Source: an optimization exercise on an open RTL-to-GDS flow (aim: small area). Production flows keep margins and buffers that such runs may drop. In this exercise RTL edits were held to simulation tests only and were not proved equivalent to the original.

## flow/design.v (module list and top-level ports; edited modules follow where they fit)
// module _latency: 27 lines
// module interpolator_raw: 625 lines
// module mxn: 6 lines
// module fa: 6 lines
// module mj: 6 lines
// module ha: 6 lines
// module han: 7 lines
module  interpolator_raw #
(
    parameter D_width = 6
)
(
    input clk,rst,
    input clk_en,
    input din_valid,
    input din_last,
    input [D_width-1:0]dx,dy,
    input [7:0] lu,ru,ld,rd,
    output dout_valid,
    output dout_last,
    output [7:0] p
);
  // ...
==> flow/run.sh <==
#!/bin/bash
# synth_recipe.tcl (not shown) runs the flow's synth.tcl, then flattens the netlist and writes it again
# the make line also repeats each setting of config.mk as NAME=value (left out here)
make -C /OpenROAD-flow-scripts/flow DESIGN_CONFIG=/design/flow/config.mk WORK_HOME=/design/flow/orfs CLKGATE_MAP_FILE= SYNTH_SCRIPT=/design/flow/synth_recipe.tcl finish
==> flow/config.mk <==
export PLATFORM = sky130hd
export DESIGN_NAME = interpolator_raw
export DESIGN_NICKNAME = interpolator_raw
export VERILOG_FILES = /design/flow/design.v
export SDC_FILE = /design/flow/constraint.sdc
export NUM_CORES = 4
export LEC_CHECK = 0
export CAP_MARGIN = 20
export CORE_MARGIN = 2
export CORE_UTILIZATION = 40
export SLEW_MARGIN = 20
export SYNTH_HIERARCHICAL = 1
export SYNTH_MINIMUM_KEEP_SIZE = 0
==> flow/constraint.sdc <==
create_clock -name core_clock -period 5.0 [get_ports {clk}]
set_input_delay 1.0000 -clock core_clock [delete_from_list [all_inputs] [get_ports {clk}]]
set_output_delay 1.0000 -clock core_clock [all_outputs]
set_load 0.01 [all_outputs]
==> impl_metrics.json, run 1 <==
{
  "status": "complete, no violations",
  "tritoncts": "built",
  "layout_common_cells": "mux2i_1, fa_1, buf_4, edfxtp_1, clkdlybuf4s50_1",
  "synth_cell_types": 38,
  "use_met3": 0.0215,
  "drc": 0,
  "crit_path_end": "b_n1[11]",
  "synth_compound_area_frac": 0.0550,
  "finalClockSkew_ns": 0.00875,
  "synth_top_area_cell": "fa_1",
  "synthMuxAreaShare": 0.252,
  "die_w_microns": 138,
  "grt_use_met2": 0.289,
  "yosys-top-cells-count": "mux2i_1, fa_1, edfxtp_1",
  "yosysSeqAreaShare": 0.270,
  "synthArstFlopShare": 0,
  "clk_path_buf_depth": 2,
  "coreArea_sq_um": 17800,
  "grt_usage": 0.162,
  "grt_first_pass_wirelength_mm": 25.6,
  "worstSetupStartpoint": "dx[2]",
  "synth_top_family_by_area": "adder cells"
}
==> module mxn, before the edit <==
module mxn (
    input s, l, r,
    output y
);
assign y = ~(s ? r : l);
endmodule
==> inputs of run 2 (changes only) <==
==> flow/design.v (replaced) <==
`timescale 1ns / 1ps
module _latency #(
    parameter Latency = 7,
    parameter DATA_Width = 8,
    parameter RST_Enable = 1
)
(
    input clk,rst,clk_en,
    input [DATA_Width-1:0] din,
    output [DATA_Width-1:0] dout 
);
reg [DATA_Width-1:0] _delay [Latency-1:0];
integer i;
always @(posedge clk) begin
    if(clk_en) begin
        for(i=0; i<Latency-1; i=i+1)
            _delay[i+1] <= _delay[i];
        _delay[0] <= din;
    end
    if(RST_Enable) begin
        if(rst) begin
            for(i=0; i<Latency-1; i=i+1)
                _delay[i] <= 0;
        end
    end
end
assign dout = _delay[Latency-1];
endmodule
`timescale 1ns / 1ps
module  interpolator_raw #
(
    parameter D_width = 6
)
(
    input clk,rst,
    input clk_en,
    input din_valid,
    input din_last,
    input [D_width-1:0]dx,dy,
    input [7:0] lu,ru,ld,rd,
    output dout_valid,
    output dout_last,
    output [7:0] p
);
wire [5:0] dx_n = ~dx;
wire xap1;
mxn u_xap1 (.s(dx[0]), .sn(dx_n[0]), .l(lu[0]), .r(ru[0]), .y(xap1));
wire xap2;
mxn u_xap2 (.s(dx[0]), .sn(dx_n[0]), .l(lu[1]), .r(ru[1]), .y(xap2));
wire xap3;
mxn u_xap3 (.s(dx[0]), .sn(dx_n[0]), .l(lu[2]), .r(ru[2]), .y(xap3));
wire xap4;
mxn u_xap4 (.s(dx[0]), .sn(dx_n[0]), .l(lu[3]), .r(ru[3]), .y(xap4));
wire xap5;
mxn u_xap5 (.s(dx[0]), .sn(dx_n[0]), .l(lu[4]), .r(ru[4]), .y(xap5));
wire xap6;
mxn u_xap6 (.s(dx[0]), .sn(dx_n[0]), .l(lu[5]), .r(ru[5]), .y(xap6));
wire xap7;
mxn u_xap7 (.s(dx[0]), .sn(dx_n[0]), .l(lu[6]), .r(ru[6]), .y(xap7));
wire xap8;
mxn u_xap8 (.s(dx[0]), .sn(dx_n[0]), .l(lu[7]), .r(ru[7]), .y(xap8));
wire xap9;
mxn u_xap9 (.s(dx[1]), .sn(dx_n[1]), .l(lu[0]), .r(ru[0]), .y(xap9));
wire xap10;
mxn u_xap10 (.s(dx[1]), .sn(dx_n[1]), .l(lu[1]), .r(ru[1]), .y(xap10));
wire xap11;
mxn u_xap11 (.s(dx[1]), .sn(dx_n[1]), .l(lu[2]), .r(ru[2]), .y(xap11));
wire xap12;
mxn u_xap12 (.s(dx[1]), .sn(dx_n[1]), .l(lu[3]), .r(ru[3]), .y(xap12));
wire xap13;
mxn u_xap13 (.s(dx[1]), .sn(dx_n[1]), .l(lu[4]), .r(ru[4]), .y(xap13));
wire xap14;
mxn u_xap14 (.s(dx[1]), .sn(dx_n[1]), .l(lu[5]), .r(ru[5]), .y(xap14));
wire xap15;
mxn u_xap15 (.s(dx[1]), .sn(dx_n[1]), .l(lu[6]), .r(ru[6]), .y(xap15));
wire xap16;
mxn u_xap16 (.s(dx[1]), .sn(dx_n[1]), .l(lu[7]), .r(ru[7]), .y(xap16));
wire xap17;
mxn u_xap17 (.s(dx[2]), .sn(dx_n[2]), .l(lu[0]), .r(ru[0]), .y(xap17));
wire xap18;
mxn u_xap18 (.s(dx[2]), .sn(dx_n[2]), .l(lu[1]), .r(ru[1]), .y(xap18));
wire xap19;
mxn u_xap19 (.s(dx[2]), .sn(dx_n[2]), .l(lu[2]), .r(ru[2]), .y(xap19));
wire xap20;
mxn u_xap20 (.s(dx[2]), .sn(dx_n[2]), .l(lu[3]), .r(ru[3]), .y(xap20));
wire xap21;
mxn u_xap21 (.s(dx[2]), .sn(dx_n[2]), .l(lu[4]), .r(ru[4]), .y(xap21));
wire xap22;
mxn u_xap22 (.s(dx[2]), .sn(dx_n[2]), .l(lu[5]), .r(ru[5]), .y(xap22));
wire xap23;
mxn u_xap23 (.s(dx[2]), .sn(dx_n[2]), .l(lu[6]), .r(ru[6]), .y(xap23));
wire xap24;
mxn u_xap24 (.s(dx[2]), .sn(dx_n[2]), .l(lu[7]), .r(ru[7]), .y(xap24));
wire xap25;
mxn u_xap25 (.s(dx[3]), .sn(dx_n[3]), .l(lu[0]), .r(ru[0]), .y(xap25));
wire xap26;
mxn u_xap26 (.s(dx[3]), .sn(dx_n[3]), .l(lu[1]), .r(ru[1]), .y(xap26));
wire xap27;
mxn u_xap27 (.s(dx[3]), .sn(dx_n[3]), .l(lu[2]), .r(ru[2]), .y(xap27));
wire xap28;
mxn u_xap28 (.s(dx[3]), .sn(dx_n[3]), .l(lu[3]), .r(ru[3]), .y(xap28));
wire xap29;
mxn u_xap29 (.s(dx[3]), .sn(dx_n[3]), .l(lu[4]), .r(ru[4]), .y(xap29));
wire xap30;
mxn u_xap30 (.s(dx[3]), .sn(dx_n[3]), .l(lu[5]), .r(ru[5]), .y(xap30));
wire xap31;
mxn u_xap31 (.s(dx[3]), .sn(dx_n[3]), .l(lu[6]), .r(ru[6]), .y(xap31));
wire xap32;
mxn u_xap32 (.s(dx[3]), .sn(dx_n[3]), .l(lu[7]), .r(ru[7]), .y(xap32));
wire xap33;
mxn u_xap33 (.s(dx[4]), .sn(dx_n[4]), .l(lu[0]), .r(ru[0]), .y(xap33));
wire xap34;
mxn u_xap34 (.s(dx[4]), .sn(dx_n[4]), .l(lu[1]), .r(ru[1]), .y(xap34));
wire xap35;
mxn u_xap35 (.s(dx[4]), .sn(dx_n[4]), .l(lu[2]), .r(ru[2]), .y(xap35));
wire xap36;
mxn u_xap36 (.s(dx[4]), .sn(dx_n[4]), .l(lu[3]), .r(ru[3]), .y(xap36));
wire xap37;
mxn u_xap37 (.s(dx[4]), .sn(dx_n[4]), .l(lu[4]), .r(ru[4]), .y(xap37));
wire xap38;
mxn u_xap38 (.s(dx[4]), .sn(dx_n[4]), .l(lu[5]), .r(ru[5]), .y(xap38));
wire xap39;
mxn u_xap39 (.s(dx[4]), .sn(dx_n[4]), .l(lu[6]), .r(ru[6]), .y(xap39));
wire xap40;
mxn u_xap40 (.s(dx[4]), .sn(dx_n[4]), .l(lu[7]), .r(ru[7]), .y(xap40));
wire xap41;
mxn u_xap41 (.s(dx[5]), .sn(dx_n[5]), .l(lu[0]), .r(ru[0]), .y(xap41));
wire xap42;
mxn u_xap42 (.s(dx[5]), .sn(dx_n[5]), .l(lu[1]), .r(ru[1]), .y(xap42));
wire xap43;
mxn u_xap43 (.s(dx[5]), .sn(dx_n[5]), .l(lu[2]), .r(ru[2]), .y(xap43));
wire xap44;
mxn u_xap44 (.s(dx[5]), .sn(dx_n[5]), .l(lu[3]), .r(ru[3]), .y(xap44));
wire xap45;
mxn u_xap45 (.s(dx[5]), .sn(dx_n[5]), .l(lu[4]), .r(ru[4]), .y(xap45));
wire xap46;
mxn u_xap46 (.s(dx[5]), .sn(dx_n[5]), .l(lu[5]), .r(ru[5]), .y(xap46));
wire xap47;
mxn u_xap47 (.s(dx[5]), .sn(dx_n[5]), .l(lu[6]), .r(ru[6]), .y(xap47));
wire xap48;
mxn u_xap48 (.s(dx[5]), .sn(dx_n[5]), .l(lu[7]), .r(ru[7]), .y(xap48));
wire xas50, xac49;
fa u_xas50 (.a(xap10), .b(xap17), .ci(xap3), .s(xas50), .co(xac49));
wire xas52, xac51;
fa u_xas52 (.a(xap11), .b(xap18), .ci(xap25), .s(xas52), .co(xac51));
wire xas54, xac53;
fa u_xas54 (.a(xap4), .b(xac49), .ci(xas52), .s(xas54), .co(xac53));
wire xas56, xac55;
fa u_xas56 (.a(xap12), .b(xap19), .ci(xap26), .s(xas56), .co(xac55));
wire xas58, xac57;
fa u_xas58 (.a(xap33), .b(xap5), .ci(xac51), .s(xas58), .co(xac57));
wire xas60, xac59;
fa u_xas60 (.a(xas56), .b(xac53), .ci(xas58), .s(xas60), .co(xac59));
wire xas62, xac61;
fa u_xas62 (.a(xap13), .b(xap20), .ci(xap27), .s(xas62), .co(xac61));
wire xas64, xac63;
fa u_xas64 (.a(xap34), .b(xap41), .ci(xap6), .s(xas64), .co(xac63));
wire xas66, xac65;
fa u_xas66 (.a(xac55), .b(xas62), .ci(xas64), .s(xas66), .co(xac65));
wire xas68, xac67;
fa u_xas68 (.a(xac57), .b(xas66), .ci(xac59), .s(xas68), .co(xac67));
wire xas70, xac69;
fa u_xas70 (.a(xap14), .b(xap21), .ci(xap28), .s(xas70), .co(xac69));
wire xas72, xac71;
fa u_xas72 (.a(xap35), .b(xap42), .ci(xap7), .s(xas72), .co(xac71));
wire xas74, xac73;
fa u_xas74 (.a(xac61), .b(xac63), .ci(xas70), .s(xas74), .co(xac73));
wire xas76, xac75;
fa u_xas76 (.a(xas72), .b(xac65), .ci(xas74), .s(xas76), .co(xac75));
wire xas78, xac77;
fa u_xas78 (.a(xap15), .b(xap22), .ci(xap29), .s(xas78), .co(xac77));
wire xas80, xac79;
fa u_xas80 (.a(xap36), .b(xap43), .ci(xap8), .s(xas80), .co(xac79));
wire xas82, xac81;
fa u_xas82 (.a(xac69), .b(xac71), .ci(xas78), .s(xas82), .co(xac81));
wire xas84, xac83;
fa u_xas84 (.a(xas80), .b(xac73), .ci(xas82), .s(xas84), .co(xac83));
wire xas86, xac85;
fa u_xas86 (.a(xap16), .b(xap23), .ci(xap30), .s(xas86), .co(xac85));
wire xas88, xac87;
fa u_xas88 (.a(xap37), .b(xap44), .ci(xac77), .s(xas88), .co(xac87));
wire xas90, xac89;
fa u_xas90 (.a(xac79), .b(xas86), .ci(xac81), .s(xas90), .co(xac89));
wire xas92, xac91;
fa u_xas92 (.a(xas88), .b(xac83), .ci(xas90), .s(xas92), .co(xac91));
wire xas94, xac93;
fa u_xas94 (.a(xap24), .b(xap31), .ci(xap38), .s(xas94), .co(xac93));
wire xas96, xac95;
fa u_xas96 (.a(xap45), .b(xac85), .ci(xas94), .s(xas96), .co(xac95));
wire xas98, xac97;
fa u_xas98 (.a(xac87), .b(xas96), .ci(xac89), .s(xas98), .co(xac97));
wire xas100, xac99;
fa u_xas100 (.a(xap32), .b(xap39), .ci(xap46), .s(xas100), .co(xac99));
wire xas102, xac101;
fa u_xas102 (.a(xac93), .b(xas100), .ci(xac95), .s(xas102), .co(xac101));
wire xas104, xac103;
fa u_xas104 (.a(xap40), .b(xap47), .ci(xac99), .s(xas104), .co(xac103));
wire xak105 = xap2 | xap9;
wire xap106 = xap2 ^ xap9;
wire xak107 = xas50;
wire xap108 = 1'b1;
wire xak109 = xas54;
wire xap110 = 1'b1;
wire xak111 = xas60;
wire xap112 = 1'b1;
wire xak113 = xas68;
wire xap114 = 1'b1;
wire xak115 = xas76 & xac67;
wire xap116 = xas76 ^ xac67;
wire xak117 = xac75 & xas84;
wire xap118 = xac75 ^ xas84;
wire xak119 = xas92;
wire xap120 = 1'b1;
wire xak121 = xac91 & xas98;
wire xap122 = xac91 ^ xas98;
wire xak123 = xas102 & xac97;
wire xap124 = xas102 ^ xac97;
wire xak125 = xas104 & xac101;
wire xap126 = xas104 ^ xac101;
wire xak127 = xap48 & xac103;
wire xap128 = xap48 ^ xac103;
wire xak129 = 1'b1;
wire xap130 = 1'b0;
wire xaK131 = xak107 | (xap108 & xak105);
wire xaP132 = xap108 & xap106;
wire xaK133 = xak111 | (xap112 & xak109);
wire xaP134 = xap112 & xap110;
wire xaK135 = xak115 | (xap116 & xak113);
wire xaP136 = xap116 & xap114;
wire xaK137 = xak119 | (xap120 & xak117);
wire xaP138 = xap120 & xap118;
wire xaK139 = xak123 | (xap124 & xak121);
wire xaP140 = xap124 & xap122;
wire xaK141 = xak127 | (xap128 & xak125);
wire xaP142 = xap128 & xap126;
wire xaK143 = xak109 | (xap110 & xaK131);
wire xaP144 = xap110 & xaP132;
wire xaK145 = xaK133 | (xaP134 & xaK131);
wire xaP146 = xaP134 & xaP132;
wire xaK147 = xak117 | (xap118 & xaK135);
wire xaP148 = xap118 & xaP136;
wire xaK149 = xaK137 | (xaP138 & xaK135);
wire xaP150 = xaP138 & xaP136;
wire xaK151 = xak125 | (xap126 & xaK139);
wire xaP152 = xap126 & xaP140;
wire xaK153 = xaK141 | (xaP142 & xaK139);
wire xaP154 = xaP142 & xaP140;
wire xaK155 = xak113 | (xap114 & xaK145);
wire xaP156 = xap114 & xaP146;
wire xaK157 = xaK135 | (xaP136 & xaK145);
wire xaP158 = xaP136 & xaP146;
wire xaK159 = xaK147 | (xaP148 & xaK145);
wire xaP160 = xaP148 & xaP146;
wire xaK161 = xaK149 | (xaP150 & xaK145);
wire xaP162 = xaP150 & xaP146;
wire xaK163 = xak129 | (xap130 & xaK153);
wire xaP164 = xap130 & xaP154;
wire xaK165 = xak121 | (xap122 & xaK161);
wire xaP166 = xap122 & xaP162;
wire xaK167 = xaK139 | (xaP140 & xaK161);
wire xaP168 = xaP140 & xaP162;
wire xaK169 = xaK151 | (xaP152 & xaK161);
wire xaP170 = xaP152 & xaP162;
wire xaK171 = xaK153 | (xaP154 & xaK161);
wire xaP172 = xaP154 & xaP162;
wire xaK173 = xaK163 | (xaP164 & xaK161);
wire xaP174 = xaP164 & xaP162;
wire xbp175;
mxn u_xbp175 (.s(dx[0]), .sn(dx_n[0]), .l(ld[0]), .r(rd[0]), .y(xbp175));
wire xbp176;
mxn u_xbp176 (.s(dx[0]), .sn(dx_n[0]), .l(ld[1]), .r(rd[1]), .y(xbp176));
wire xbp177;
mxn u_xbp177 (.s(dx[0]), .sn(dx_n[0]), .l(ld[2]), .r(rd[2]), .y(xbp177));
wire xbp178;
mxn u_xbp178 (.s(dx[0]), .sn(dx_n[0]), .l(ld[3]), .r(rd[3]), .y(xbp178));
wire xbp179;
mxn u_xbp179 (.s(dx[0]), .sn(dx_n[0]), .l(ld[4]), .r(rd[4]), .y(xbp179));
wire xbp180;
mxn u_xbp180 (.s(dx[0]), .sn(dx_n[0]), .l(ld[5]), .r(rd[5]), .y(xbp180));
wire xbp181;
mxn u_xbp181 (.s(dx[0]), .sn(dx_n[0]), .l(ld[6]), .r(rd[6]), .y(xbp181));
wire xbp182;
mxn u_xbp182 (.s(dx[0]), .sn(dx_n[0]), .l(ld[7]), .r(rd[7]), .y(xbp182));
wire xbp183;
mxn u_xbp183 (.s(dx[1]), .sn(dx_n[1]), .l(ld[0]), .r(rd[0]), .y(xbp183));
wire xbp184;
mxn u_xbp184 (.s(dx[1]), .sn(dx_n[1]), .l(ld[1]), .r(rd[1]), .y(xbp184));
wire xbp185;
mxn u_xbp185 (.s(dx[1]), .sn(dx_n[1]), .l(ld[2]), .r(rd[2]), .y(xbp185));
wire xbp186;
mxn u_xbp186 (.s(dx[1]), .sn(dx_n[1]), .l(ld[3]), .r(rd[3]), .y(xbp186));
wire xbp187;
mxn u_xbp187 (.s(dx[1]), .sn(dx_n[1]), .l(ld[4]), .r(rd[4]), .y(xbp187));
wire xbp188;
mxn u_xbp188 (.s(dx[1]), .sn(dx_n[1]), .l(ld[5]), .r(rd[5]), .y(xbp188));
wire xbp189;
mxn u_xbp189 (.s(dx[1]), .sn(dx_n[1]), .l(ld[6]), .r(rd[6]), .y(xbp189));
wire xbp190;
mxn u_xbp190 (.s(dx[1]), .sn(dx_n[1]), .l(ld[7]), .r(rd[7]), .y(xbp190));
wire xbp191;
mxn u_xbp191 (.s(dx[2]), .sn(dx_n[2]), .l(ld[0]), .r(rd[0]), .y(xbp191));
wire xbp192;
mxn u_xbp192 (.s(dx[2]), .sn(dx_n[2]), .l(ld[1]), .r(rd[1]), .y(xbp192));
wire xbp193;
mxn u_xbp193 (.s(dx[2]), .sn(dx_n[2]), .l(ld[2]), .r(rd[2]), .y(xbp193));
wire xbp194;
mxn u_xbp194 (.s(dx[2]), .sn(dx_n[2]), .l(ld[3]), .r(rd[3]), .y(xbp194));
wire xbp195;
mxn u_xbp195 (.s(dx[2]), .sn(dx_n[2]), .l(ld[4]), .r(rd[4]), .y(xbp195));
wire xbp196;
mxn u_xbp196 (.s(dx[2]), .sn(dx_n[2]), .l(ld[5]), .r(rd[5]), .y(xbp196));
wire xbp197;
mxn u_xbp197 (.s(dx[2]), .sn(dx_n[2]), .l(ld[6]), .r(rd[6]), .y(xbp197));
wire xbp198;
mxn u_xbp198 (.s(dx[2]), .sn(dx_n[2]), .l(ld[7]), .r(rd[7]), .y(xbp198));
wire xbp199;
mxn u_xbp199 (.s(dx[3]), .sn(dx_n[3]), .l(ld[0]), .r(rd[0]), .y(xbp199));
wire xbp200;
mxn u_xbp200 (.s(dx[3]), .sn(dx_n[3]), .l(ld[1]), .r(rd[1]), .y(xbp200));
wire xbp201;
mxn u_xbp201 (.s(dx[3]), .sn(dx_n[3]), .l(ld[2]), .r(rd[2]), .y(xbp201));
wire xbp202;
mxn u_xbp202 (.s(dx[3]), .sn(dx_n[3]), .l(ld[3]), .r(rd[3]), .y(xbp202));
wire xbp203;
mxn u_xbp203 (.s(dx[3]), .sn(dx_n[3]), .l(ld[4]), .r(rd[4]), .y(xbp203));
wire xbp204;
mxn u_xbp204 (.s(dx[3]), .sn(dx_n[3]), .l(ld[5]), .r(rd[5]), .y(xbp204));
wire xbp205;
mxn u_xbp205 (.s(dx[3]), .sn(dx_n[3]), .l(ld[6]), .r(rd[6]), .y(xbp205));
wire xbp206;
mxn u_xbp206 (.s(dx[3]), .sn(dx_n[3]), .l(ld[7]), .r(rd[7]), .y(xbp206));
wire xbp207;
mxn u_xbp207 (.s(dx[4]), .sn(dx_n[4]), .l(ld[0]), .r(rd[0]), .y(xbp207));
wire xbp208;
mxn u_xbp208 (.s(dx[4]), .sn(dx_n[4]), .l(ld[1]), .r(rd[1]), .y(xbp208));
wire xbp209;
mxn u_xbp209 (.s(dx[4]), .sn(dx_n[4]), .l(ld[2]), .r(rd[2]), .y(xbp209));
wire xbp210;
mxn u_xbp210 (.s(dx[4]), .sn(dx_n[4]), .l(ld[3]), .r(rd[3]), .y(xbp210));
wire xbp211;
mxn u_xbp211 (.s(dx[4]), .sn(dx_n[4]), .l(ld[4]), .r(rd[4]), .y(xbp211));
wire xbp212;
mxn u_xbp212 (.s(dx[4]), .sn(dx_n[4]), .l(ld[5]), .r(rd[5]), .y(xbp212));
wire xbp213;
mxn u_xbp213 (.s(dx[4]), .sn(dx_n[4]), .l(ld[6]), .r(rd[6]), .y(xbp213));
wire xbp214;
mxn u_xbp214 (.s(dx[4]), .sn(dx_n[4]), .l(ld[7]), .r(rd[7]), .y(xbp214));
wire xbp215;
mxn u_xbp215 (.s(dx[5]), .sn(dx_n[5]), .l(ld[0]), .r(rd[0]), .y(xbp215));
wire xbp216;
mxn u_xbp216 (.s(dx[5]), .sn(dx_n[5]), .l(ld[1]), .r(rd[1]), .y(xbp216));
wire xbp217;
mxn u_xbp217 (.s(dx[5]), .sn(dx_n[5]), .l(ld[2]), .r(rd[2]), .y(xbp217));
wire xbp218;
mxn u_xbp218 (.s(dx[5]), .sn(dx_n[5]), .l(ld[3]), .r(rd[3]), .y(xbp218));
wire xbp219;
mxn u_xbp219 (.s(dx[5]), .sn(dx_n[5]), .l(ld[4]), .r(rd[4]), .y(xbp219));
wire xbp220;
mxn u_xbp220 (.s(dx[5]), .sn(dx_n[5]), .l(ld[5]), .r(rd[5]), .y(xbp220));
wire xbp221;
mxn u_xbp221 (.s(dx[5]), .sn(dx_n[5]), .l(ld[6]), .r(rd[6]), .y(xbp221));
wire xbp222;
mxn u_xbp222 (.s(dx[5]), .sn(dx_n[5]), .l(ld[7]), .r(rd[7]), .y(xbp222));
wire xbs224, xbc223;
fa u_xbs224 (.a(xbp177), .b(xbp184), .ci(xbp191), .s(xbs224), .co(xbc223));
wire xbs226, xbc225;
fa u_xbs226 (.a(xbp178), .b(xbp185), .ci(xbp192), .s(xbs226), .co(xbc225));
wire xbs228, xbc227;
fa u_xbs228 (.a(xbp199), .b(xbc223), .ci(xbs226), .s(xbs228), .co(xbc227));
wire xbs230, xbc229;
fa u_xbs230 (.a(xbp179), .b(xbp186), .ci(xbp193), .s(xbs230), .co(xbc229));
wire xbs232, xbc231;
fa u_xbs232 (.a(xbp200), .b(xbp207), .ci(xbc225), .s(xbs232), .co(xbc231));
wire xbs234, xbc233;
fa u_xbs234 (.a(xbs230), .b(xbc227), .ci(xbs232), .s(xbs234), .co(xbc233));
wire xbs236, xbc235;
fa u_xbs236 (.a(xbp180), .b(xbp187), .ci(xbp194), .s(xbs236), .co(xbc235));
wire xbs238, xbc237;
fa u_xbs238 (.a(xbp201), .b(xbp208), .ci(xbp215), .s(xbs238), .co(xbc237));
wire xbs240, xbc239;
fa u_xbs240 (.a(xbc229), .b(xbs236), .ci(xbs238), .s(xbs240), .co(xbc239));
wire xbs242, xbc241;
fa u_xbs242 (.a(xbc231), .b(xbs240), .ci(xbc233), .s(xbs242), .co(xbc241));
wire xbs244, xbc243;
fa u_xbs244 (.a(xbp181), .b(xbp188), .ci(xbp195), .s(xbs244), .co(xbc243));
wire xbs246, xbc245;
fa u_xbs246 (.a(xbp202), .b(xbp209), .ci(xbp216), .s(xbs246), .co(xbc245));
wire xbs248, xbc247;
fa u_xbs248 (.a(xbc235), .b(xbc237), .ci(xbs244), .s(xbs248), .co(xbc247));
wire xbs250, xbc249;
fa u_xbs250 (.a(xbs246), .b(xbc239), .ci(xbs248), .s(xbs250), .co(xbc249));
wire xbs252, xbc251;
fa u_xbs252 (.a(xbp182), .b(xbp189), .ci(xbp196), .s(xbs252), .co(xbc251));
wire xbs254, xbc253;
fa u_xbs254 (.a(xbp203), .b(xbp210), .ci(xbp217), .s(xbs254), .co(xbc253));
wire xbs256, xbc255;
fa u_xbs256 (.a(xbc243), .b(xbc245), .ci(xbs252), .s(xbs256), .co(xbc255));
wire xbs258, xbc257;
fa u_xbs258 (.a(xbs254), .b(xbc247), .ci(xbs256), .s(xbs258), .co(xbc257));
wire xbs260, xbc259;
fa u_xbs260 (.a(xbp190), .b(xbp197), .ci(xbp204), .s(xbs260), .co(xbc259));
wire xbs262, xbc261;
fa u_xbs262 (.a(xbp211), .b(xbp218), .ci(xbc251), .s(xbs262), .co(xbc261));
wire xbs264, xbc263;
fa u_xbs264 (.a(xbc253), .b(xbs260), .ci(xbc255), .s(xbs264), .co(xbc263));
wire xbs266, xbc265;
fa u_xbs266 (.a(xbs262), .b(xbc257), .ci(xbs264), .s(xbs266), .co(xbc265));
wire xbs268, xbc267;
fa u_xbs268 (.a(xbp198), .b(xbp205), .ci(xbp212), .s(xbs268), .co(xbc267));
wire xbs270, xbc269;
fa u_xbs270 (.a(xbp219), .b(xbc259), .ci(xbs268), .s(xbs270), .co(xbc269));
wire xbs272, xbc271;
fa u_xbs272 (.a(xbc261), .b(xbs270), .ci(xbc263), .s(xbs272), .co(xbc271));
wire xbs274, xbc273;
fa u_xbs274 (.a(xbp206), .b(xbp213), .ci(xbp220), .s(xbs274), .co(xbc273));
wire xbs276, xbc275;
fa u_xbs276 (.a(xbc267), .b(xbs274), .ci(xbc269), .s(xbs276), .co(xbc275));
wire xbs278, xbc277;
fa u_xbs278 (.a(xbp214), .b(xbp221), .ci(xbc273), .s(xbs278), .co(xbc277));
wire xbk279 = xbp176 | xbp183;
wire xbp280 = xbp176 ^ xbp183;
wire xbk281 = xbs224;
wire xbp282 = 1'b1;
wire xbk283 = xbs228;
wire xbp284 = 1'b1;
wire xbk285 = xbs234;
wire xbp286 = 1'b1;
wire xbk287 = xbs242;
wire xbp288 = 1'b1;
wire xbk289 = xbs250 & xbc241;
wire xbp290 = xbs250 ^ xbc241;
wire xbk291 = xbc249 & xbs258;
wire xbp292 = xbc249 ^ xbs258;
wire xbk293 = xbs266;
wire xbp294 = 1'b1;
wire xbk295 = xbc265 & xbs272;
wire xbp296 = xbc265 ^ xbs272;
wire xbk297 = xbs276 & xbc271;
wire xbp298 = xbs276 ^ xbc271;
wire xbk299 = xbs278 & xbc275;
wire xbp300 = xbs278 ^ xbc275;
wire xbk301 = xbp222 & xbc277;
wire xbp302 = xbp222 ^ xbc277;
wire xbk303 = 1'b1;
wire xbp304 = 1'b0;
wire xbK305 = xbk281 | (xbp282 & xbk279);
wire xbP306 = xbp282 & xbp280;
wire xbK307 = xbk285 | (xbp286 & xbk283);
wire xbP308 = xbp286 & xbp284;
wire xbK309 = xbk289 | (xbp290 & xbk287);
wire xbP310 = xbp290 & xbp288;
wire xbK311 = xbk293 | (xbp294 & xbk291);
wire xbP312 = xbp294 & xbp292;
wire xbK313 = xbk297 | (xbp298 & xbk295);
wire xbP314 = xbp298 & xbp296;
wire xbK315 = xbk301 | (xbp302 & xbk299);
wire xbP316 = xbp302 & xbp300;
wire xbK317 = xbk283 | (xbp284 & xbK305);
wire xbP318 = xbp284 & xbP306;
wire xbK319 = xbK307 | (xbP308 & xbK305);
wire xbP320 = xbP308 & xbP306;
wire xbK321 = xbk291 | (xbp292 & xbK309);
wire xbP322 = xbp292 & xbP310;
wire xbK323 = xbK311 | (xbP312 & xbK309);
wire xbP324 = xbP312 & xbP310;
wire xbK325 = xbk299 | (xbp300 & xbK313);
wire xbP326 = xbp300 & xbP314;
wire xbK327 = xbK315 | (xbP316 & xbK313);
wire xbP328 = xbP316 & xbP314;
wire xbK329 = xbk287 | (xbp288 & xbK319);
wire xbP330 = xbp288 & xbP320;
wire xbK331 = xbK309 | (xbP310 & xbK319);
wire xbP332 = xbP310 & xbP320;
wire xbK333 = xbK321 | (xbP322 & xbK319);
wire xbP334 = xbP322 & xbP320;
wire xbK335 = xbK323 | (xbP324 & xbK319);
wire xbP336 = xbP324 & xbP320;
wire xbK337 = xbk303 | (xbp304 & xbK327);
wire xbP338 = xbp304 & xbP328;
wire xbK339 = xbk295 | (xbp296 & xbK335);
wire xbP340 = xbp296 & xbP336;
wire xbK341 = xbK313 | (xbP314 & xbK335);
wire xbP342 = xbP314 & xbP336;
wire xbK343 = xbK325 | (xbP326 & xbK335);
wire xbP344 = xbP326 & xbP336;
wire xbK345 = xbK327 | (xbP328 & xbK335);
wire xbP346 = xbP328 & xbP336;
wire xbK347 = xbK337 | (xbP338 & xbK335);
wire xbP348 = xbP338 & xbP336;
wire [13:0] a = {~xaK171, ~(xap128 ^ xaK169), ~(xap126 ^ xaK167), ~(xap124 ^ xaK165), ~(xap122 ^ xaK161), (xas92 ^ xaK159), ~(xap118 ^ xaK157), ~(xap116 ^ xaK155), (xas68 ^ xaK145), (xas60 ^ xaK143), (xas54 ^ xaK131), (xas50 ^ xak105), xap106, ~xap1};
wire [13:0] b = {~xbK345, ~(xbp302 ^ xbK343), ~(xbp300 ^ xbK341), ~(xbp298 ^ xbK339), ~(xbp296 ^ xbK335), (xbs266 ^ xbK333), ~(xbp292 ^ xbK331), ~(xbp290 ^ xbK329), (xbs242 ^ xbK319), (xbs234 ^ xbK317), (xbs228 ^ xbK305), (xbs224 ^ xbk279), xbp280, ~xbp175};
reg [13:0] a_1, b_1;
reg [5:0] dy_1;
always @ (posedge clk)
    if (clk_en) begin
        a_1 <= a;
        b_1 <= b;
        dy_1 <= dy;
    end
wire [5:0] dy_1_n = ~dy_1;
wire yp349;
mxn u_yp349 (.s(dy_1[0]), .sn(dy_1_n[0]), .l(a_1[0]), .r(b_1[0]), .y(yp349));
wire yp350;
mxn u_yp350 (.s(dy_1[0]), .sn(dy_1_n[0]), .l(a_1[1]), .r(b_1[1]), .y(yp350));
wire yp351;
mxn u_yp351 (.s(dy_1[0]), .sn(dy_1_n[0]), .l(a_1[2]), .r(b_1[2]), .y(yp351));
wire yp352;
mxn u_yp352 (.s(dy_1[0]), .sn(dy_1_n[0]), .l(a_1[3]), .r(b_1[3]), .y(yp352));
wire yp353;
mxn u_yp353 (.s(dy_1[0]), .sn(dy_1_n[0]), .l(a_1[4]), .r(b_1[4]), .y(yp353));
wire yp354;
mxn u_yp354 (.s(dy_1[0]), .sn(dy_1_n[0]), .l(a_1[5]), .r(b_1[5]), .y(yp354));
wire yp355;
mxn u_yp355 (.s(dy_1[0]), .sn(dy_1_n[0]), .l(a_1[6]), .r(b_1[6]), .y(yp355));
wire yp356;
mxn u_yp356 (.s(dy_1[0]), .sn(dy_1_n[0]), .l(a_1[7]), .r(b_1[7]), .y(yp356));
wire yp357;
mxn u_yp357 (.s(dy_1[0]), .sn(dy_1_n[0]), .l(a_1[8]), .r(b_1[8]), .y(yp357));
wire yp358;
mxn u_yp358 (.s(dy_1[0]), .sn(dy_1_n[0]), .l(a_1[9]), .r(b_1[9]), .y(yp358));
wire yp359;
mxn u_yp359 (.s(dy_1[0]), .sn(dy_1_n[0]), .l(a_1[10]), .r(b_1[10]), .y(yp359));
wire yp360;
mxn u_yp360 (.s(dy_1[0]), .sn(dy_1_n[0]), .l(a_1[11]), .r(b_1[11]), .y(yp360));
wire yp361;
mxn u_yp361 (.s(dy_1[0]), .sn(dy_1_n[0]), .l(a_1[12]), .r(b_1[12]), .y(yp361));
wire yp362;
mxn u_yp362 (.s(dy_1[0]), .sn(dy_1_n[0]), .l(a_1[13]), .r(b_1[13]), .y(yp362));
wire yp363;
mxn u_yp363 (.s(dy_1[1]), .sn(dy_1_n[1]), .l(a_1[0]), .r(b_1[0]), .y(yp363));
wire yp364;
mxn u_yp364 (.s(dy_1[1]), .sn(dy_1_n[1]), .l(a_1[1]), .r(b_1[1]), .y(yp364));
wire yp365;
mxn u_yp365 (.s(dy_1[1]), .sn(dy_1_n[1]), .l(a_1[2]), .r(b_1[2]), .y(yp365));
wire yp366;
mxn u_yp366 (.s(dy_1[1]), .sn(dy_1_n[1]), .l(a_1[3]), .r(b_1[3]), .y(yp366));
wire yp367;
mxn u_yp367 (.s(dy_1[1]), .sn(dy_1_n[1]), .l(a_1[4]), .r(b_1[4]), .y(yp367));
wire yp368;
mxn u_yp368 (.s(dy_1[1]), .sn(dy_1_n[1]), .l(a_1[5]), .r(b_1[5]), .y(yp368));
wire yp369;
mxn u_yp369 (.s(dy_1[1]), .sn(dy_1_n[1]), .l(a_1[6]), .r(b_1[6]), .y(yp369));
wire yp370;
mxn u_yp370 (.s(dy_1[1]), .sn(dy_1_n[1]), .l(a_1[7]), .r(b_1[7]), .y(yp370));
wire yp371;
mxn u_yp371 (.s(dy_1[1]), .sn(dy_1_n[1]), .l(a_1[8]), .r(b_1[8]), .y(yp371));
wire yp372;
mxn u_yp372 (.s(dy_1[1]), .sn(dy_1_n[1]), .l(a_1[9]), .r(b_1[9]), .y(yp372));
wire yp373;
mxn u_yp373 (.s(dy_1[1]), .sn(dy_1_n[1]), .l(a_1[10]), .r(b_1[10]), .y(yp373));
wire yp374;
mxn u_yp374 (.s(dy_1[1]), .sn(dy_1_n[1]), .l(a_1[11]), .r(b_1[11]), .y(yp374));
wire yp375;
mxn u_yp375 (.s(dy_1[1]), .sn(dy_1_n[1]), .l(a_1[12]), .r(b_1[12]), .y(yp375));
wire yp376;
mxn u_yp376 (.s(dy_1[1]), .sn(dy_1_n[1]), .l(a_1[13]), .r(b_1[13]), .y(yp376));
wire yp377;
mxn u_yp377 (.s(dy_1[2]), .sn(dy_1_n[2]), .l(a_1[0]), .r(b_1[0]), .y(yp377));
wire yp378;
mxn u_yp378 (.s(dy_1[2]), .sn(dy_1_n[2]), .l(a_1[1]), .r(b_1[1]), .y(yp378));
wire yp379;
mxn u_yp379 (.s(dy_1[2]), .sn(dy_1_n[2]), .l(a_1[2]), .r(b_1[2]), .y(yp379));
wire yp380;
mxn u_yp380 (.s(dy_1[2]), .sn(dy_1_n[2]), .l(a_1[3]), .r(b_1[3]), .y(yp380));
wire yp381;
mxn u_yp381 (.s(dy_1[2]), .sn(dy_1_n[2]), .l(a_1[4]), .r(b_1[4]), .y(yp381));
wire yp382;
mxn u_yp382 (.s(dy_1[2]), .sn(dy_1_n[2]), .l(a_1[5]), .r(b_1[5]), .y(yp382));
wire yp383;
mxn u_yp383 (.s(dy_1[2]), .sn(dy_1_n[2]), .l(a_1[6]), .r(b_1[6]), .y(yp383));
wire yp384;
mxn u_yp384 (.s(dy_1[2]), .sn(dy_1_n[2]), .l(a_1[7]), .r(b_1[7]), .y(yp384));
wire yp385;
mxn u_yp385 (.s(dy_1[2]), .sn(dy_1_n[2]), .l(a_1[8]), .r(b_1[8]), .y(yp385));
wire yp386;
mxn u_yp386 (.s(dy_1[2]), .sn(dy_1_n[2]), .l(a_1[9]), .r(b_1[9]), .y(yp386));
wire yp387;
mxn u_yp387 (.s(dy_1[2]), .sn(dy_1_n[2]), .l(a_1[10]), .r(b_1[10]), .y(yp387));
wire yp388;
mxn u_yp388 (.s(dy_1[2]), .sn(dy_1_n[2]), .l(a_1[11]), .r(b_1[11]), .y(yp388));
wire yp389;
mxn u_yp389 (.s(dy_1[2]), .sn(dy_1_n[2]), .l(a_1[12]), .r(b_1[12]), .y(yp389));
wire yp390;
mxn u_yp390 (.s(dy_1[2]), .sn(dy_1_n[2]), .l(a_1[13]), .r(b_1[13]), .y(yp390));
wire yp391;
mxn u_yp391 (.s(dy_1[3]), .sn(dy_1_n[3]), .l(a_1[0]), .r(b_1[0]), .y(yp391));
wire yp392;
mxn u_yp392 (.s(dy_1[3]), .sn(dy_1_n[3]), .l(a_1[1]), .r(b_1[1]), .y(yp392));
wire yp393;
mxn u_yp393 (.s(dy_1[3]), .sn(dy_1_n[3]), .l(a_1[2]), .r(b_1[2]), .y(yp393));
wire yp394;
mxn u_yp394 (.s(dy_1[3]), .sn(dy_1_n[3]), .l(a_1[3]), .r(b_1[3]), .y(yp394));
wire yp395;
mxn u_yp395 (.s(dy_1[3]), .sn(dy_1_n[3]), .l(a_1[4]), .r(b_1[4]), .y(yp395));
wire yp396;
mxn u_yp396 (.s(dy_1[3]), .sn(dy_1_n[3]), .l(a_1[5]), .r(b_1[5]), .y(yp396));
wire yp397;
mxn u_yp397 (.s(dy_1[3]), .sn(dy_1_n[3]), .l(a_1[6]), .r(b_1[6]), .y(yp397));
wire yp398;
mxn u_yp398 (.s(dy_1[3]), .sn(dy_1_n[3]), .l(a_1[7]), .r(b_1[7]), .y(yp398));
wire yp399;
mxn u_yp399 (.s(dy_1[3]), .sn(dy_1_n[3]), .l(a_1[8]), .r(b_1[8]), .y(yp399));
wire yp400;
mxn u_yp400 (.s(dy_1[3]), .sn(dy_1_n[3]), .l(a_1[9]), .r(b_1[9]), .y(yp400));
wire yp401;
mxn u_yp401 (.s(dy_1[3]), .sn(dy_1_n[3]), .l(a_1[10]), .r(b_1[10]), .y(yp401));
wire yp402;
mxn u_yp402 (.s(dy_1[3]), .sn(dy_1_n[3]), .l(a_1[11]), .r(b_1[11]), .y(yp402));
wire yp403;
mxn u_yp403 (.s(dy_1[3]), .sn(dy_1_n[3]), .l(a_1[12]), .r(b_1[12]), .y(yp403));
wire yp404;
mxn u_yp404 (.s(dy_1[3]), .sn(dy_1_n[3]), .l(a_1[13]), .r(b_1[13]), .y(yp404));
wire yp405;
mxn u_yp405 (.s(dy_1[4]), .sn(dy_1_n[4]), .l(a_1[0]), .r(b_1[0]), .y(yp405));
wire yp406;
mxn u_yp406 (.s(dy_1[4]), .sn(dy_1_n[4]), .l(a_1[1]), .r(b_1[1]), .y(yp406));
wire yp407;
mxn u_yp407 (.s(dy_1[4]), .sn(dy_1_n[4]), .l(a_1[2]), .r(b_1[2]), .y(yp407));
wire yp408;
mxn u_yp408 (.s(dy_1[4]), .sn(dy_1_n[4]), .l(a_1[3]), .r(b_1[3]), .y(yp408));
wire yp409;
mxn u_yp409 (.s(dy_1[4]), .sn(dy_1_n[4]), .l(a_1[4]), .r(b_1[4]), .y(yp409));
wire yp410;
mxn u_yp410 (.s(dy_1[4]), .sn(dy_1_n[4]), .l(a_1[5]), .r(b_1[5]), .y(yp410));
wire yp411;
mxn u_yp411 (.s(dy_1[4]), .sn(dy_1_n[4]), .l(a_1[6]), .r(b_1[6]), .y(yp411));
wire yp412;
mxn u_yp412 (.s(dy_1[4]), .sn(dy_1_n[4]), .l(a_1[7]), .r(b_1[7]), .y(yp412));
wire yp413;
mxn u_yp413 (.s(dy_1[4]), .sn(dy_1_n[4]), .l(a_1[8]), .r(b_1[8]), .y(yp413));
wire yp414;
mxn u_yp414 (.s(dy_1[4]), .sn(dy_1_n[4]), .l(a_1[9]), .r(b_1[9]), .y(yp414));
wire yp415;
mxn u_yp415 (.s(dy_1[4]), .sn(dy_1_n[4]), .l(a_1[10]), .r(b_1[10]), .y(yp415));
wire yp416;
mxn u_yp416 (.s(dy_1[4]), .sn(dy_1_n[4]), .l(a_1[11]), .r(b_1[11]), .y(yp416));
wire yp417;
mxn u_yp417 (.s(dy_1[4]), .sn(dy_1_n[4]), .l(a_1[12]), .r(b_1[12]), .y(yp417));
wire yp418;
mxn u_yp418 (.s(dy_1[4]), .sn(dy_1_n[4]), .l(a_1[13]), .r(b_1[13]), .y(yp418));
wire yp419;
mxn u_yp419 (.s(dy_1[5]), .sn(dy_1_n[5]), .l(a_1[0]), .r(b_1[0]), .y(yp419));
wire yp420;
mxn u_yp420 (.s(dy_1[5]), .sn(dy_1_n[5]), .l(a_1[1]), .r(b_1[1]), .y(yp420));
wire yp421;
mxn u_yp421 (.s(dy_1[5]), .sn(dy_1_n[5]), .l(a_1[2]), .r(b_1[2]), .y(yp421));
wire yp422;
mxn u_yp422 (.s(dy_1[5]), .sn(dy_1_n[5]), .l(a_1[3]), .r(b_1[3]), .y(yp422));
wire yp423;
mxn u_yp423 (.s(dy_1[5]), .sn(dy_1_n[5]), .l(a_1[4]), .r(b_1[4]), .y(yp423));
wire yp424;
mxn u_yp424 (.s(dy_1[5]), .sn(dy_1_n[5]), .l(a_1[5]), .r(b_1[5]), .y(yp424));
wire yp425;
mxn u_yp425 (.s(dy_1[5]), .sn(dy_1_n[5]), .l(a_1[6]), .r(b_1[6]), .y(yp425));
wire yp426;
mxn u_yp426 (.s(dy_1[5]), .sn(dy_1_n[5]), .l(a_1[7]), .r(b_1[7]), .y(yp426));
wire yp427;
mxn u_yp427 (.s(dy_1[5]), .sn(dy_1_n[5]), .l(a_1[8]), .r(b_1[8]), .y(yp427));
wire yp428;
mxn u_yp428 (.s(dy_1[5]), .sn(dy_1_n[5]), .l(a_1[9]), .r(b_1[9]), .y(yp428));
wire yp429;
mxn u_yp429 (.s(dy_1[5]), .sn(dy_1_n[5]), .l(a_1[10]), .r(b_1[10]), .y(yp429));
wire yp430;
mxn u_yp430 (.s(dy_1[5]), .sn(dy_1_n[5]), .l(a_1[11]), .r(b_1[11]), .y(yp430));
wire yp431;
mxn u_yp431 (.s(dy_1[5]), .sn(dy_1_n[5]), .l(a_1[12]), .r(b_1[12]), .y(yp431));
wire yp432;
mxn u_yp432 (.s(dy_1[5]), .sn(dy_1_n[5]), .l(a_1[13]), .r(b_1[13]), .y(yp432));
wire ys434, yc433;
fa u_ys434 (.a(yp351), .b(yp364), .ci(yp377), .s(ys434), .co(yc433));
wire ys436, yc435;
fa u_ys436 (.a(yp352), .b(yp365), .ci(yp378), .s(ys436), .co(yc435));
wire ys438, yc437;
fa u_ys438 (.a(yp391), .b(yc433), .ci(ys436), .s(ys438), .co(yc437));
wire ys440, yc439;
fa u_ys440 (.a(yp353), .b(yp366), .ci(yp379), .s(ys440), .co(yc439));
wire ys442, yc441;
fa u_ys442 (.a(yp392), .b(yp405), .ci(yc435), .s(ys442), .co(yc441));
wire ys444, yc443;
fa u_ys444 (.a(ys440), .b(yc437), .ci(ys442), .s(ys444), .co(yc443));
wire ys446, yc445;
fa u_ys446 (.a(yp354), .b(yp367), .ci(yp380), .s(ys446), .co(yc445));
wire ys448, yc447;
fa u_ys448 (.a(yp393), .b(yp406), .ci(yp419), .s(ys448), .co(yc447));
wire ys450, yc449;
fa u_ys450 (.a(yc439), .b(ys446), .ci(ys448), .s(ys450), .co(yc449));
wire ys452, yc451;
fa u_ys452 (.a(yc441), .b(ys450), .ci(yc443), .s(ys452), .co(yc451));
wire ys454, yc453;
fa u_ys454 (.a(yp355), .b(yp368), .ci(yp381), .s(ys454), .co(yc453));
wire ys456, yc455;
fa u_ys456 (.a(yp394), .b(yp407), .ci(yp420), .s(ys456), .co(yc455));
wire ys458, yc457;
fa u_ys458 (.a(yc445), .b(yc447), .ci(ys454), .s(ys458), .co(yc457));
wire ys460, yc459;
fa u_ys460 (.a(ys456), .b(yc449), .ci(ys458), .s(ys460), .co(yc459));
wire ys462, yc461;
fa u_ys462 (.a(yp356), .b(yp369), .ci(yp382), .s(ys462), .co(yc461));
wire ys464, yc463;
fa u_ys464 (.a(yp395), .b(yp408), .ci(yp421), .s(ys464), .co(yc463));
wire ys466, yc465;
fa u_ys466 (.a(yc453), .b(yc455), .ci(ys462), .s(ys466), .co(yc465));
wire ys468, yc467;
fa u_ys468 (.a(ys464), .b(yc457), .ci(ys466), .s(ys468), .co(yc467));
wire ys470, yc469;
fa u_ys470 (.a(yp357), .b(yp370), .ci(yp383), .s(ys470), .co(yc469));
wire ys472, yc471;
fa u_ys472 (.a(yp396), .b(yp409), .ci(yp422), .s(ys472), .co(yc471));
wire ys474, yc473;
fa u_ys474 (.a(yc461), .b(yc463), .ci(ys470), .s(ys474), .co(yc473));
wire ys476, yc475;
fa u_ys476 (.a(ys472), .b(yc465), .ci(ys474), .s(ys476), .co(yc475));
wire ys478, yc477;
fa u_ys478 (.a(yp358), .b(yp371), .ci(yp384), .s(ys478), .co(yc477));
wire ys480, yc479;
fa u_ys480 (.a(yp397), .b(yp410), .ci(yp423), .s(ys480), .co(yc479));
wire ys482, yc481;
fa u_ys482 (.a(yc469), .b(yc471), .ci(ys478), .s(ys482), .co(yc481));
wire ys484, yc483;
fa u_ys484 (.a(ys480), .b(yc473), .ci(ys482), .s(ys484), .co(yc483));
wire ys486, yc485;
fa u_ys486 (.a(yp359), .b(yp372), .ci(yp385), .s(ys486), .co(yc485));
wire ys488, yc487;
fa u_ys488 (.a(yp398), .b(yp411), .ci(yp424), .s(ys488), .co(yc487));
wire ys490, yc489;
fa u_ys490 (.a(yc477), .b(yc479), .ci(ys486), .s(ys490), .co(yc489));
wire ys492, yc491;
fa u_ys492 (.a(ys488), .b(yc481), .ci(ys490), .s(ys492), .co(yc491));
wire ys494, yc493;
fa u_ys494 (.a(yp360), .b(yp373), .ci(yp386), .s(ys494), .co(yc493));
wire ys496, yc495;
fa u_ys496 (.a(yp399), .b(yp412), .ci(yp425), .s(ys496), .co(yc495));
wire ys498, yc497;
fa u_ys498 (.a(yc485), .b(yc487), .ci(ys494), .s(ys498), .co(yc497));
wire ys500, yc499;
fa u_ys500 (.a(ys496), .b(yc489), .ci(ys498), .s(ys500), .co(yc499));
wire ys502, yc501;
fa u_ys502 (.a(yp361), .b(yp374), .ci(yp387), .s(ys502), .co(yc501));
wire ys504, yc503;
fa u_ys504 (.a(yp400), .b(yp413), .ci(yp426), .s(ys504), .co(yc503));
wire ys506, yc505;
fa u_ys506 (.a(yc493), .b(yc495), .ci(ys502), .s(ys506), .co(yc505));
wire ys508, yc507;
fa u_ys508 (.a(ys504), .b(yc497), .ci(ys506), .s(ys508), .co(yc507));
wire ys510, yc509;
fa u_ys510 (.a(yp362), .b(yp375), .ci(yp388), .s(ys510), .co(yc509));
wire ys512, yc511;
fa u_ys512 (.a(yp401), .b(yp414), .ci(yp427), .s(ys512), .co(yc511));
wire ys514, yc513;
fa u_ys514 (.a(yc501), .b(yc503), .ci(ys510), .s(ys514), .co(yc513));
wire ys516, yc515;
fa u_ys516 (.a(ys512), .b(yc505), .ci(ys514), .s(ys516), .co(yc515));
wire ys518, yc517;
fa u_ys518 (.a(yp376), .b(yp389), .ci(yp402), .s(ys518), .co(yc517));
wire ys520, yc519;
fa u_ys520 (.a(yp415), .b(yp428), .ci(yc509), .s(ys520), .co(yc519));
wire ys522, yc521;
fa u_ys522 (.a(yc511), .b(ys518), .ci(yc513), .s(ys522), .co(yc521));
wire ys524, yc523;
fa u_ys524 (.a(ys520), .b(yc515), .ci(ys522), .s(ys524), .co(yc523));
wire ys526, yc525;
fa u_ys526 (.a(yp390), .b(yp403), .ci(yp416), .s(ys526), .co(yc525));
wire ys528, yc527;
fa u_ys528 (.a(yp429), .b(yc517), .ci(ys526), .s(ys528), .co(yc527));
wire ys530, yc529;
fa u_ys530 (.a(yc519), .b(ys528), .ci(yc521), .s(ys530), .co(yc529));
wire ys532, yc531;
fa u_ys532 (.a(yp404), .b(yp417), .ci(yp430), .s(ys532), .co(yc531));
wire ys534, yc533;
fa u_ys534 (.a(yc525), .b(ys532), .ci(yc527), .s(ys534), .co(yc533));
wire ys536, yc535;
fa u_ys536 (.a(yp418), .b(yp431), .ci(yc531), .s(ys536), .co(yc535));
wire yk537 = yp350 | yp363;
wire yp538 = yp350 ^ yp363;
wire yk539 = ys434;
wire yp540 = 1'b1;
wire yk541 = ys438;
wire yp542 = 1'b1;
wire yk543 = ys444;
wire yp544 = 1'b1;
wire yk545 = ys452;
wire yp546 = 1'b1;
wire yk547 = ys460 & yc451;
wire yp548 = ys460 ^ yc451;
wire yk549 = yc459 & ys468;
wire yp550 = yc459 ^ ys468;
wire yk551 = yc467 & ys476;
wire yp552 = yc467 ^ ys476;
wire yk553 = yc475 & ys484;
wire yp554 = yc475 ^ ys484;
wire yk555 = yc483 & ys492;
wire yp556 = yc483 ^ ys492;
wire yk557 = yc491 & ys500;
wire yp558 = yc491 ^ ys500;
wire yk559 = yc499 & ys508;
wire yp560 = yc499 ^ ys508;
wire yk561 = yc507 & ys516;
wire yp562 = yc507 ^ ys516;
wire yk563 = ys524;
wire yp564 = 1'b1;
wire yk565 = yc523 & ys530;
wire yp566 = yc523 ^ ys530;
wire yk567 = ys534 & yc529;
wire yp568 = ys534 ^ yc529;
wire yk569 = ys536 & yc533;
wire yp570 = ys536 ^ yc533;
wire yk571 = yp432 & yc535;
wire yp572 = yp432 ^ yc535;
wire yk573 = 1'b1;
wire yp574 = 1'b0;
wire yK575 = yk539 | (yp540 & yk537);
wire yP576 = yp540 & yp538;
wire yK577 = yk543 | (yp544 & yk541);
wire yP578 = yp544 & yp542;
wire yK579 = yk547 | (yp548 & yk545);
wire yP580 = yp548 & yp546;
wire yK581 = yk551 | (yp552 & yk549);
wire yP582 = yp552 & yp550;
wire yK583 = yk555 | (yp556 & yk553);
wire yP584 = yp556 & yp554;
wire yK585 = yk559 | (yp560 & yk557);
wire yP586 = yp560 & yp558;
wire yK587 = yk563 | (yp564 & yk561);
wire yP588 = yp564 & yp562;
wire yK589 = yk567 | (yp568 & yk565);
wire yP590 = yp568 & yp566;
wire yK591 = yk571 | (yp572 & yk569);
wire yP592 = yp572 & yp570;
wire yK593 = yk541 | (yp542 & yK575);
wire yP594 = yp542 & yP576;
wire yK595 = yK577 | (yP578 & yK575);
wire yP596 = yP578 & yP576;
wire yK597 = yk549 | (yp550 & yK579);
wire yP598 = yp550 & yP580;
wire yK599 = yK581 | (yP582 & yK579);
wire yP600 = yP582 & yP580;
wire yK601 = yk557 | (yp558 & yK583);
wire yP602 = yp558 & yP584;
wire yK603 = yK585 | (yP586 & yK583);
wire yP604 = yP586 & yP584;
wire yK605 = yk565 | (yp566 & yK587);
wire yP606 = yp566 & yP588;
wire yK607 = yK589 | (yP590 & yK587);
wire yP608 = yP590 & yP588;
wire yK609 = yk573 | (yp574 & yK591);
wire yP610 = yp574 & yP592;
wire yK611 = yk545 | (yp546 & yK595);
wire yP612 = yp546 & yP596;
wire yK613 = yK579 | (yP580 & yK595);
wire yP614 = yP580 & yP596;
wire yK615 = yK597 | (yP598 & yK595);
wire yP616 = yP598 & yP596;
wire yK617 = yK599 | (yP600 & yK595);
wire yP618 = yP600 & yP596;
wire yK619 = yk561 | (yp562 & yK603);
wire yP620 = yp562 & yP604;
wire yK621 = yK587 | (yP588 & yK603);
wire yP622 = yP588 & yP604;
wire yK623 = yK605 | (yP606 & yK603);
wire yP624 = yP606 & yP604;
wire yK625 = yK607 | (yP608 & yK603);
wire yP626 = yP608 & yP604;
wire yK627 = yk553 | (yp554 & yK617);
wire yP628 = yp554 & yP618;
wire yK629 = yK583 | (yP584 & yK617);
wire yP630 = yP584 & yP618;
wire yK631 = yK601 | (yP602 & yK617);
wire yP632 = yP602 & yP618;
wire yK633 = yK603 | (yP604 & yK617);
wire yP634 = yP604 & yP618;
wire yK635 = yK619 | (yP620 & yK617);
wire yP636 = yP620 & yP618;
wire yK637 = yK621 | (yP622 & yK617);
wire yP638 = yP622 & yP618;
wire yK639 = yK623 | (yP624 & yK617);
wire yP640 = yP624 & yP618;
wire yK641 = yK625 | (yP626 & yK617);
wire yP642 = yP626 & yP618;
wire yK643 = yk569 | (yp570 & yK641);
wire yP644 = yp570 & yP642;
wire yK645 = yK591 | (yP592 & yK641);
wire yP646 = yP592 & yP642;
wire yK647 = yK609 | (yP610 & yK641);
wire yP648 = yP610 & yP642;
wire [7:0] s_hi = {~yK645, ~(yp572 ^ yK643), ~(yp570 ^ yK641), ~(yp568 ^ yK639), ~(yp566 ^ yK637), (ys524 ^ yK635), ~(yp562 ^ yK633), ~(yp560 ^ yK631)};
reg [7:0] p2, p3, p4;
always @ (posedge clk)
    if (clk_en) begin
        p2 <= s_hi;
        p3 <= p2;
        p4 <= p3;
    end
assign p = p4;
reg [3:0] v, l;
always @ (posedge clk) begin
    if (clk_en) begin
        v <= {v[2:0], din_valid};
        l <= {l[2:0], din_last};
    end
    if (rst)
        v[2:0] <= 3'b0;
end
assign dout_valid = v[3];
assign dout_last = l[3];
endmodule
module mxn (
    input s, sn, l, r,
    output y
);
assign y = ~((s | l) & (sn | r));
endmodule
module fa (
    input a, b, ci,
    output s, co
);
assign {co, s} = a + b + ci;
endmodule
module mj (
    input a, b, c,
    output y
);
assign y = (a & b) | (a & c) | (b & c);
endmodule
module ha (
    input a, b,
    output s, co
);
assign {co, s} = a + b;
endmodule
module han (
    input a, b,
    output s, co
);
assign s = ~(a ^ b);
assign co = a | b;
endmodule
==> flow/flow/run.sh (new file) <==
#!/bin/bash
# The standard layout (the standard.sh: ORFS synthesis to final layout),
# with two changes:
#  - each port gets a sky130_fd_sc_hd__buf_1 buffer instead of the larger
#    delay cell buffer_ports picks by default;
#  - clock tree synthesis adds no dummy loads.
# All of make's output goes to standard.log in this folder; ORFS writes each
# tool's own log under orfs/logs/.
set -euo pipefail
bash standard.sh \
  "BUFFER_PORTS_ARGS=-buffer_cell sky130_fd_sc_hd__buf_1" \
  "CTS_ARGS=-sink_clustering_enable -repair_clock_nets -dont_use_dummy_load" \
  finish > standard.log 2>&1
==> flow/standard.sh (new file) <==
#!/bin/bash
# synth_recipe.tcl (not shown) runs the flow's synth.tcl, then flattens the netlist and writes it again
# the make line also repeats each setting of config.mk as NAME=value (left out here)
make -C /OpenROAD-flow-scripts/flow DESIGN_CONFIG=/design/flow/config.mk WORK_HOME=/design/flow/orfs CLKGATE_MAP_FILE= SYNTH_SCRIPT=/design/flow/synth_recipe.tcl "${@:-finish}"
==> flow/config.mk (replaced) <==
export PLATFORM = sky130hd
export DESIGN_NAME = interpolator_raw
export DESIGN_NICKNAME = interpolator_raw
export VERILOG_FILES = /design/flow/design.v
export SDC_FILE = /design/flow/constraint.sdc
export NUM_CORES = 4
export LEC_CHECK = 0
export CAP_MARGIN = 20
export CORE_MARGIN = 2
export CORE_UTILIZATION = 65
export GPL_TIMING_DRIVEN = 0
export SLEW_MARGIN = 20
export SYNTH_HIERARCHICAL = 1
export SYNTH_MINIMUM_KEEP_SIZE = 0
removed: flow/run.sh
==> impl_metrics.json, run 2 <==
{
  "status": "complete, but fails checks",
  "violatedChecks": "setup timing",
  "crit_path_frequent_cell": "fa_1",
  "maxCapViolCount": 0,
  "layout-drive-gt1-share": 0.103,
  "yosys_warnings": 7,
  "synthCells": 510,
  "r2r-start": "dy_1[4]",
  "yosys-top-cells-count": "o22ai_1, fa_1, edfxtp_1",
  "hold_viol_final": 0,
  "gp_congestion": 0.889,
  "coreArea_sq_um": 9730,
  "clkTransAtPathRegs_ns": 0.08,
  "final.period_utilization": 1.00,
  "synth.area.top_cells": "fa_1, edfxtp_1, o22ai_1",
  "period_minus_slack_ns": 5.01,
  "syn_to_final_growth_pct": 11.8,
  "fin_ws_ns": -0.00537,
  "synth_edf_count": 63,
  "finalClockSkew_ns": 0.0188,
  "crit_arrival_ns": 5.11,
  "syn_avg_cell_area_sq_um": 12.7,
  "synth_seq_cells": 66,
  "placed_cell_area_sq_um": 6890,
  "firstDrtPassIters": 7,
  "finalSetupViolations": 1,
  "path_class": "flip-flop to flip-flop",
  "tightest_slew_ns": 0.689,
  "port_buffers": 58,
  "slew_violations": 0,
  "final.setup.tns_ns": -0.00537,
  "worstSetupStartpoint": "dy_1[4]",
  "synthArstFlopShare": 0,
  "grt_pass1_vias": 5335,
  "antennaDiodeCount": 0,
  "clock.fmax_ghz": 0.200,
  "synth_area_sq_um": 6490,
  "startpoint_type": "flip-flop",
  "die_w_microns": 104,
  "antenna_found_initial": 0,
  "clk_path_buf_depth": 2,
  "stdcell_area_sq_um": 7260,
  "vias_per_cell": 7.17,
  "final_common_cell": "o22ai_1",
  "critPathSlowestCell": "edfxtp_1",
  "tritoncts": "built",
  "cp_cell_sequence": "clkinvlp_4 > o22ai_1 > fa_1 > fa_1 > fa_1 > fa_1 > ha_1 > o21ai_0 > nand2b_1 > a221oi_2 > o21ai_2 > fa_1 > xnor2_1",
  "grt_usage": 0.294,
  "crit_path_max_fanout": 15,
  "initialDrtViolationCount": 492,
  "critPathCaptureType": "flip-flop",
  "start_util": 0.667,
  "slowest_delay_ns": 0.77,
  "final_antenna_net_count": 0,
  "cts_buffers": 9,
  "routed_wl_mm": 16.0,
  "synth_top_area_frac": 0.342,
  "synthMostInstantiatedCell": "o22ai_1",
  "clock_sinks": 66,
  "synth_fp_nets": 702,
  "cts-root-buf": "clkbuf_8",
  "grt_overflow": 0,
  "synth_cell_types": 35,
  "post-place-ws_ns": -0.853,
  "dieArea_sq_um": 10800,
  "layout_common_cells": "o22ai_1, fa_1, edfxtp_1, buf_1, ha_1",
  "grt_max_degree": 38,
  "hold_slack_ns": 0.423,
  "min_path_type": "flip-flop to flip-flop",
  "io_pins": 59,
  "grt_first_pass_wirelength_mm": 25.3,
  "drc": 0,
  "dp_hpwl_mm": 11.5,
  "clk_latency_ns": 0.36,
  "hp-start": "p3[6]",
  "htreeDepth": 3,
  "via_count": 5286,
  "synth_flop_cell": "edfxtp_1",
  "wl_per_cell_microns": 21.7,
  "nNetsFinal": 798,
  "cp_num_buf_inv": 1,
  "cpLargestDelayFamily": "adder cells",
  "num_rows": 36,
  "die_h_microns": 104,
  "reg_top3": "a_1 (14), b_1 (14)",
  "yosysSeqAreaShare": 0.301,
  "required_ns": 5.10,
  "max_slew_margin": 0.540,
  "synth_top_area_cell": "fa_1"
}
[run 2: final cells by class]
| cell class | count | area [sq um] |
|---|---|---|
| multi-input cells | 413 | 4410 |
| plain buffers | 1 | 11.3 |
| repair inverters | 1 | 5.00 |
| flip-flops and latches | 66 | 1950 |
| clock buffers | 9 | 124 |
| inverters | 30 | 135 |
| well taps | 133 | 166 |
| fillers | 672 | 2470 |
| repair buffers | 84 | 449 |
[run 2: per-layer routing]
layer  vias up  track usage  part of all wire
li1       2230            -                 -
met1      2554        0.381              0.37
met2       427        0.484              0.48
met3        75       0.0576              0.11
met4         0        0.138             0.038
met5         -            0                 0
[run 2: cell families (layout without fill, tap and decap cells)]
group / count (synthesis) / count (layout) / share of synthesized area
AOI/OAI and AO/OA: 219 / 219 / 0.224
xor gates and xnor gates: 16 / 16 / 0.0216
adders and majority gates: 143 / 143 / 0.404
buffers and inverters: 31 / 125 / 0.0191
DFF: 66 / 66 / 0.301
muxes: 3 / 3 / 0.00463
and+or+nand+nor: 32 / 32 / 0.0253
[run 2: path summary, 6_finish.rpt]
| kind | to | slack, ns | cells after the start |
|---|---|---|---|
| max reg2reg | p2[6] | -0.005 | 13 |
| min reg2reg | p4[6] | 0.42 | 0 |
| max | p2[6] | -0.005 | 13 |
| min | p4[6] | 0.42 | 0 |
[run 2: per-stage QoR]
stage               std cells  utilization
finish                    737        0.746
floorplan                 510            -
global placement          701        0.706
detailed placement        702        0.709
global route              737        0.746
CTS                       711        0.722
[run 2: worst register-to-register path: cells and delay by family (launching register included)]
| kind | cells | cell delay (ns) |
|---|---|---|
| DFF | 1 | 0.77 |
| adders and majority gates | 6 | 2.34 |
| AOI/OAI and AO/OA | 4 | 0.82 |
| xor gates and xnor gates | 1 | 0.14 |
| and+or+nand+nor | 1 | 0.15 |
| buffers and inverters | 1 | 0.52 |
[run 2: what timing repair did]
item | 4_1_cts | 5_1_grt
pin swaps | 0 | 0
gates cloned | 0 | 1
buffers inserted | 0 | 25
endpoints found under the setup margin | 12 | 6
hold buffers | 0 | 0
resized for setup | 6 | 7
[run 2: modules after synthesis, one instance, submodules excluded]
module | cells inside | flops+latches | cell area (sq um)
fa | 1 | 0 | 20.0
mxn | 1 | 0 | 6.26
interpolator_raw | 223 | 66 | 3210

[re-timing with driven ports]
The flow's constraints put no driver on any port. The routed layouts listed below were extracted and timed again, unchanged, in two steps.
Step 1 assumes that a clkbuf_16 drives the clock port and a buf_2 every other input.
Step 2 adds t to the input delays and takes it off the output delays; t is the mean of the earliest and latest rising clock arrival at the registers after step 1. Input paths then give back, and output paths get back, about the clock's delay inside the block.
Slacks: no drivers / after step 1 / after step 2; pairs: no drivers / after step 1.
run	t, ns	setup slack, ns	latest minus earliest clock arrival (ns)	pins driven straight from the clock port
run 1	0.367	0.110 / 0.126 / -0.241	0.009 / 0.009	1
run 2	0.381	-0.005 / -0.005 / -0.290	0.019 / 0.019	1
With both steps, setup timing fails in run 1, where it was met with ideal ports. For run 1, which loses most, drivers alone change the setup slack by +0.016 ns; drivers and shift together by -0.351 ns.
